What follows belongs to an exercise in optimizing a design on an open flow for small area, a short achievable clock period and few clock cycles per item; a production flow would make more cautious choices. The RTL was checked by simulation tests, not by an equivalence proof against the original design. Power and IR drop assume default switching activity.

Setup of main:
==> flow/design.v (excerpt) <==
module mat_ops_controller #(
	parameter DATA_LEN = 8,
	parameter N = 8,
	parameter ADDRESS_SIZE = 4
)
(
	input                         i_clk,
	input                         i_rstn,
	input   [DATA_LEN*N-1:0]      i_read_data_A,
	output  [ADDRESS_SIZE-1:0]    o_address_A,
	output                        o_wr_en_A,
	output  [DATA_LEN*N-1:0]      o_write_data_A,
	input   [DATA_LEN*N-1:0]      i_read_data_B,
	output  [ADDRESS_SIZE-1:0]    o_address_B,
	output                        o_wr_en_B,
	output  [DATA_LEN*N-1:0]      o_write_data_B,
	output                        o_done
);
	reg        idle;
	reg  [8:0] S;
	reg  [3:0] T;
	reg  [2:0] r;
	reg  [2:0] wrow;      
	wire start = (i_read_data_A[7:0] == 8'd1);
	wire go    = idle && start;
	wire r0    = (r == 3'd0);
	wire r7    = (r == 3'd7);
	wire [8:0] S_n;
	assign S_n[0] = go || (S[8] && !r7);
	assign S_n[1] = S[0];
	assign S_n[2] = S[1];
	assign S_n[3] = S[2] && !r0;
	assign S_n[4] = (S[2] && r0) || S[3];
	assign S_n[8:5] = S[7:4];
	wire [3:0] T_n = {T[2:0], S[8] && r7};
	wire       idle_n = (idle && !start) || T[3];
	wire [2:0] r_n    = S[8] ? r + 3'd1 : r;
	wire [2:0] wrow_n = S[8] ? r : wrow;
	wire       run_n  = |S_n;
  ...
Size: about 1400 cells after synthesis, ~290 flip-flops, about 270 I/O pins, roughly 0.016 mm^2 of cells after synthesis.
export LEC_CHECK = 0
export CAP_MARGIN = 20
export CORE_MARGIN = 2
export CORE_UTILIZATION = 40
export PLACE_DENSITY = 0.6
export SETUP_SLACK_MARGIN = 3.0
export SLEW_MARGIN = 20
create_clock -name core_clock -period 5.0 [get_ports {i_clk}]
standard.sh (not shown) runs the stock make flow with config.mk's settings and CLKGATE_MAP_FILE= SYNTH_SCRIPT=/design/flow/synth_recipe.tcl, a recipe that flattens the netlist after the stock synthesis.
==> flow/flow/run.sh <==
#!/bin/bash
# The standard layout (the standard.sh, standard synthesis unchanged) with
# the port buffers made from the smallest buffer cell instead of the
# clock-delay buffer that buffer_ports picks by default.
set -euo pipefail
bash standard.sh BUFFER_PORTS_ARGS="-buffer_cell sky130_fd_sc_hd__buf_1" finish > make_finish.log 2>&1
main: no failed stages, no open violations at the end
Testbench counts of main, summed over its fixed seeds: cycles 29,184, jobs 384.
### main -> the feature branch
diff --git a/flow/config.mk b/flow/config.mk
--- a/flow/config.mk
+++ b/flow/config.mk
@@ -10,4 +10,4 @@
 export CORE_UTILIZATION = 40
 export PLACE_DENSITY = 0.6
-export SETUP_SLACK_MARGIN = 3.0
+export SETUP_SLACK_MARGIN = 2.5
 export SLEW_MARGIN = 20
Findings:
Compared with main, the feature branch improves detailed placement HPWL.
Synthesized area: main vs the feature branch identical
Post-route total power in the feature branch is 7.7% below main.
On share of total power consumed by net switching, main tracks the feature branch almost exactly.
Changes observed in the feature branch relative to main: cell count decreased about 1.5%; share of power burned in the clock network now larger; count of filler cells inserted in the layout has increased; core utilization now sits lower.
The run showing the greater post-synthesis to final-layout area growth is main.
Looking at the feature branch and main, the placed cell count is a wash.


The RTL this note starts from:
==> flow/design.v <==
`timescale 1ns / 1ns
module mat_ops_controller #(
	parameter DATA_LEN = 8,
	parameter N = 8,
	parameter ADDRESS_SIZE = 4
)
(
	input                         i_clk,
	input                         i_rstn,
	input   [DATA_LEN*N-1:0]      i_read_data_A,
	output  [ADDRESS_SIZE-1:0]    o_address_A,
	output                        o_wr_en_A,
	output  [DATA_LEN*N-1:0]      o_write_data_A,
	input   [DATA_LEN*N-1:0]      i_read_data_B,
	output  [ADDRESS_SIZE-1:0]    o_address_B,
	output                        o_wr_en_B,
	output  [DATA_LEN*N-1:0]      o_write_data_B,
	output                        o_done
);
	reg        idle;
	reg        P;
	reg  [8:0] S;
	reg  [2:0] T;
	reg  [2:0] r;
	reg  [2:0] wrow;      
	wire start = (i_read_data_A[7:0] == 8'd1);
	wire go    = idle && start;
	wire r0    = (r == 3'd0);
	wire r7    = (r == 3'd7);
	wire [8:0] S_n;
	assign S_n[0] = P || (S[8] && !r7);
	assign S_n[1] = S[0];
	assign S_n[2] = S[1] && !r0;
	assign S_n[3] = (S[1] && r0) || S[2];
	assign S_n[8:4] = S[7:3];
	wire [2:0] T_n = {T[1:0], S[8] && r7};
	wire       idle_n = (idle && !start) || T[2];
	wire [2:0] r_n    = S[8] ? r + 3'd1 : r;
	wire [2:0] wrow_n = S[8] ? r : wrow;
	wire       wb_n   = S_n[2] || T_n[2];
	wire [2:0] k_n    = {S_n[5] | S_n[6] | S_n[7] | S_n[8],
	                     S_n[3] | S_n[4] | S_n[7] | S_n[8],
	                     S_n[1] | S_n[4] | S_n[6] | S_n[8]};
	wire       ra_n   = go || (|S_n[7:0]) || (S_n[8] && !r7);
	wire [2:0] rowa_n = S_n[8] ? r_n + 3'd1 : r_n;
	reg  [3:0] addr_a;
	reg  [3:0] addr_b;
	reg        wr_b;
	reg        done;
	reg        v0;
	reg        f0;
	always @(posedge i_clk, negedge i_rstn) begin
		if (!i_rstn) begin
			idle   <= 1'b1;
			P      <= 1'b0;
			S      <= 9'd0;
			T      <= 3'd0;
			r      <= 3'd0;
			wrow   <= 3'd0;
			addr_a <= 4'd0;
			addr_b <= 4'd0;
			wr_b   <= 1'b0;
			done   <= 1'b0;
		end else begin
			idle   <= idle_n;
			P      <= go;
			S      <= S_n;
			T      <= T_n;
			r      <= r_n;
			wrow   <= wrow_n;
			addr_a <= ra_n ? {1'b1, rowa_n} : 4'd0;
			addr_b <= wb_n ? {1'b1, wrow_n} : {1'b0, k_n};
			wr_b   <= wb_n;
			done   <= T_n[2];
		end
	end
	wire [2:0] k0 = addr_b[2:0];
	always @(posedge i_clk) begin
		v0 <= (|S_n) && !S_n[2];
		f0 <= S_n[0];
	end
	reg                  f1;
	reg  [11:0]          a2, a2r;
	reg                  f2, keep2;
	wire [7:0]           a1 = i_read_data_A[8*k0 +: 8];
	wire [11:0]          a1_enc;
	genvar m;
	generate
		for (m = 0; m < 4; m = m + 1) begin : BOOTH
			wire hi = a1[2*m+1];
			wire md = a1[2*m];
			wire lo = (m == 0) ? 1'b0 : a1[2*m-1];
			assign a1_enc[3*m]   = hi;
			assign a1_enc[3*m+1] = md ^ lo;
			assign a1_enc[3*m+2] = (hi & ~md & ~lo) | (~hi & md & lo);
		end
	endgenerate
	wire [63:0]          acc;
	always @(posedge i_clk) begin
		f1    <= f0;
		f2    <= f1;
		keep2 <= !f1;
		a2    <= v0 ? a1_enc : 12'd0;
	end
	always @(posedge i_clk, negedge i_rstn) begin
		if (!i_rstn)
			a2r <= 12'd0;
		else
			a2r <= v0 ? a1_enc : 12'd0;
	end
	genvar j;
	generate
		for (j = 0; j < N; j = j + 1) begin : LANE
			mac_lane #(.KEEP_LOW(j < N/2 ? 0 : 1)) u_lane (
				.i_clk (i_clk),
				.a     (j < N/2 ? a2 : a2r),
				.b     (i_read_data_B[8*j +: 8]),
				.first (j < N/2 ? f2 : keep2),
				.acc   (acc[8*j +: 8])
			);
		end
	endgenerate
	assign o_address_A    = addr_a;
	assign o_wr_en_A      = done;
	assign o_write_data_A = {(DATA_LEN*N){1'b0}};
	assign o_address_B    = addr_b;
	assign o_wr_en_B      = wr_b;
	assign o_write_data_B = acc;
	assign o_done         = done;
endmodule
module mac_lane #(
	parameter KEEP_LOW = 0    
) (
	input            i_clk,
	input      [11:0] a,
	input      [7:0] b,
	input            first,
	output reg [7:0] acc
);
	wire [14:0] d;
	reg  [14:0] q;
	wire neg0 = a[0];
	wire one0 = a[1];
	wire two0 = a[2];
	wire neg1 = a[3];
	wire one1 = a[4];
	wire two1 = a[5];
	wire neg2 = a[6];
	wire one2 = a[7];
	wire two2 = a[8];
	wire neg3 = a[9];
	wire one3 = a[10];
	wire two3 = a[11];
	wire t1;
	wire t2;
	wire t3;
	wire t4;
	wire t5;
	wire t6;
	wire t7;
	wire t8;
	wire t9;
	wire t10;
	wire t11;
	wire t12;
	wire t13;
	wire t14;
	wire t15;
	assign t1 = (neg1 & ~(one1 & b[0])) ^ (((one0 & b[3]) | (two0 & b[2])) ^ neg0);
	assign t2 = (neg1 & ~(one1 & b[0])) & (((one0 & b[3]) | (two0 & b[2])) ^ neg0);
	assign t3 = (one2 & b[0]) ^ (((one0 & b[4]) | (two0 & b[3])) ^ neg0) ^ (((one1 & b[2]) | (two1 & b[1])) ^ neg1);
	assign t4 = ((one2 & b[0]) & (((one0 & b[4]) | (two0 & b[3])) ^ neg0)) | ((one2 & b[0]) & (((one1 & b[2]) | (two1 & b[1])) ^ neg1)) | ((((one0 & b[4]) | (two0 & b[3])) ^ neg0) & (((one1 & b[2]) | (two1 & b[1])) ^ neg1));
	assign t5 = (neg2 & ~(one2 & b[0])) ^ (((one0 & b[5]) | (two0 & b[4])) ^ neg0) ^ (((one1 & b[3]) | (two1 & b[2])) ^ neg1);
	assign t6 = ((neg2 & ~(one2 & b[0])) & (((one0 & b[5]) | (two0 & b[4])) ^ neg0)) | ((neg2 & ~(one2 & b[0])) & (((one1 & b[3]) | (two1 & b[2])) ^ neg1)) | ((((one0 & b[5]) | (two0 & b[4])) ^ neg0) & (((one1 & b[3]) | (two1 & b[2])) ^ neg1));
	assign t7 = (((one2 & b[1]) | (two2 & b[0])) ^ neg2) ^ t4;
	assign t8 = (((one2 & b[1]) | (two2 & b[0])) ^ neg2) & t4;
	assign t9 = (one3 & b[0]) ^ (((one0 & b[6]) | (two0 & b[5])) ^ neg0) ^ (((one1 & b[4]) | (two1 & b[3])) ^ neg1);
	assign t10 = ((one3 & b[0]) & (((one0 & b[6]) | (two0 & b[5])) ^ neg0)) | ((one3 & b[0]) & (((one1 & b[4]) | (two1 & b[3])) ^ neg1)) | ((((one0 & b[6]) | (two0 & b[5])) ^ neg0) & (((one1 & b[4]) | (two1 & b[3])) ^ neg1));
	assign t11 = (((one2 & b[2]) | (two2 & b[1])) ^ neg2) ^ t6 ^ t9;
	assign t12 = ((((one2 & b[2]) | (two2 & b[1])) ^ neg2) & t6) | ((((one2 & b[2]) | (two2 & b[1])) ^ neg2) & t9) | (t6 & t9);
	assign t13 = (neg3 & ~(one3 & b[0])) ^ (((one0 & b[7]) | (two0 & b[6])) ^ neg0) ^ (((one1 & b[5]) | (two1 & b[4])) ^ neg1);
	assign t14 = (((one2 & b[3]) | (two2 & b[2])) ^ neg2) ^ (((one3 & b[1]) | (two3 & b[0])) ^ neg3) ^ t10;
	assign t15 = t13 ^ t14;
	assign d[0] = (one0 & b[0]);
	assign d[1] = (neg0 & ~(one0 & b[0]));
	assign d[2] = (((one0 & b[1]) | (two0 & b[0])) ^ neg0);
	assign d[3] = (one1 & b[0]);
	assign d[4] = (((one0 & b[2]) | (two0 & b[1])) ^ neg0);
	assign d[5] = (((one1 & b[1]) | (two1 & b[0])) ^ neg1);
	assign d[6] = t1;
	assign d[7] = t2;
	assign d[8] = t3;
	assign d[9] = t5;
	assign d[10] = t7;
	assign d[11] = t8;
	assign d[12] = t11;
	assign d[13] = t12;
	assign d[14] = t15;
	always @(posedge i_clk)
		q <= d;
	wire first_q = first;
	wire [7:0] g = (KEEP_LOW ? !first_q : first_q) ? 8'd0 : acc;
	always @(posedge i_clk)
		acc <= g + {q[13] , q[11] , q[9] , q[7] , q[5] , q[3] , q[1] , q[0]} + {q[14] , q[12] , q[10] , q[8] , q[6] , q[4] , q[2] , 1'b0};
endmodule
export LEC_CHECK = 0
export CAP_MARGIN = 20
export CORE_MARGIN = 2
export CORE_UTILIZATION = 40
export PLACE_DENSITY = 0.6
export SETUP_SLACK_MARGIN = 2.3
export SLEW_MARGIN = 20
create_clock -name core_clock -period 5.0 [get_ports {i_clk}]
Scripts as last shown in full above: flow/flow/run.sh
Testbench counts at the start, summed over its fixed seeds: cycles 29,184, jobs 384.
Edit:
SETUP_SLACK_MARGIN = 2.5   (was 2.3)
The new run ran to the end with no violations.
Setup slack gets better by 0.12 ns.
Worst hold slack hardly moves.
Cell area came out higher by 1.8%.
Wire length came out higher by 2.2%.
Die area does not change.

[what the ideal ports hide]
The results above use ideal ports. As a check the final layouts listed here were re-extracted and re-timed, cells and wires unchanged.
Step 1: set_driving_cell puts a clkbuf_16 on i_clk and a buf_2 on each other input, an assumption about the parent block.
Step 2 also shifts input and output timing later by t, the mid clock arrival at the registers, as if the neighbouring blocks saw the same clock.
Three values: ideal, step 1, step 2; two values: the first two.
run	t, ns	setup slack, ns	worst setup path after step 2	clock arrival spread, ns	worst slew at a driven data input, ns
main	0.562	2.409 / 2.409 / 2.409	register to register	0.026 / 0.025	0.07
the feature branch	0.558	2.449 / 2.449 / 2.449	register to register	0.017 / 0.017	0.09
the first run of note 2	0.595	2.421 / 2.404 / 2.205	input to register	0.031 / 0.031	0.08
the second run of note 2	0.583	2.545 / 2.545 / 2.254	input to register	0.023 / 0.023	0.08
After both steps every run listed still meets setup and hold. The setup slack of the second run of note 2, which loses most, moves by 0.000 ns with the drivers and by -0.291 ns with both steps.
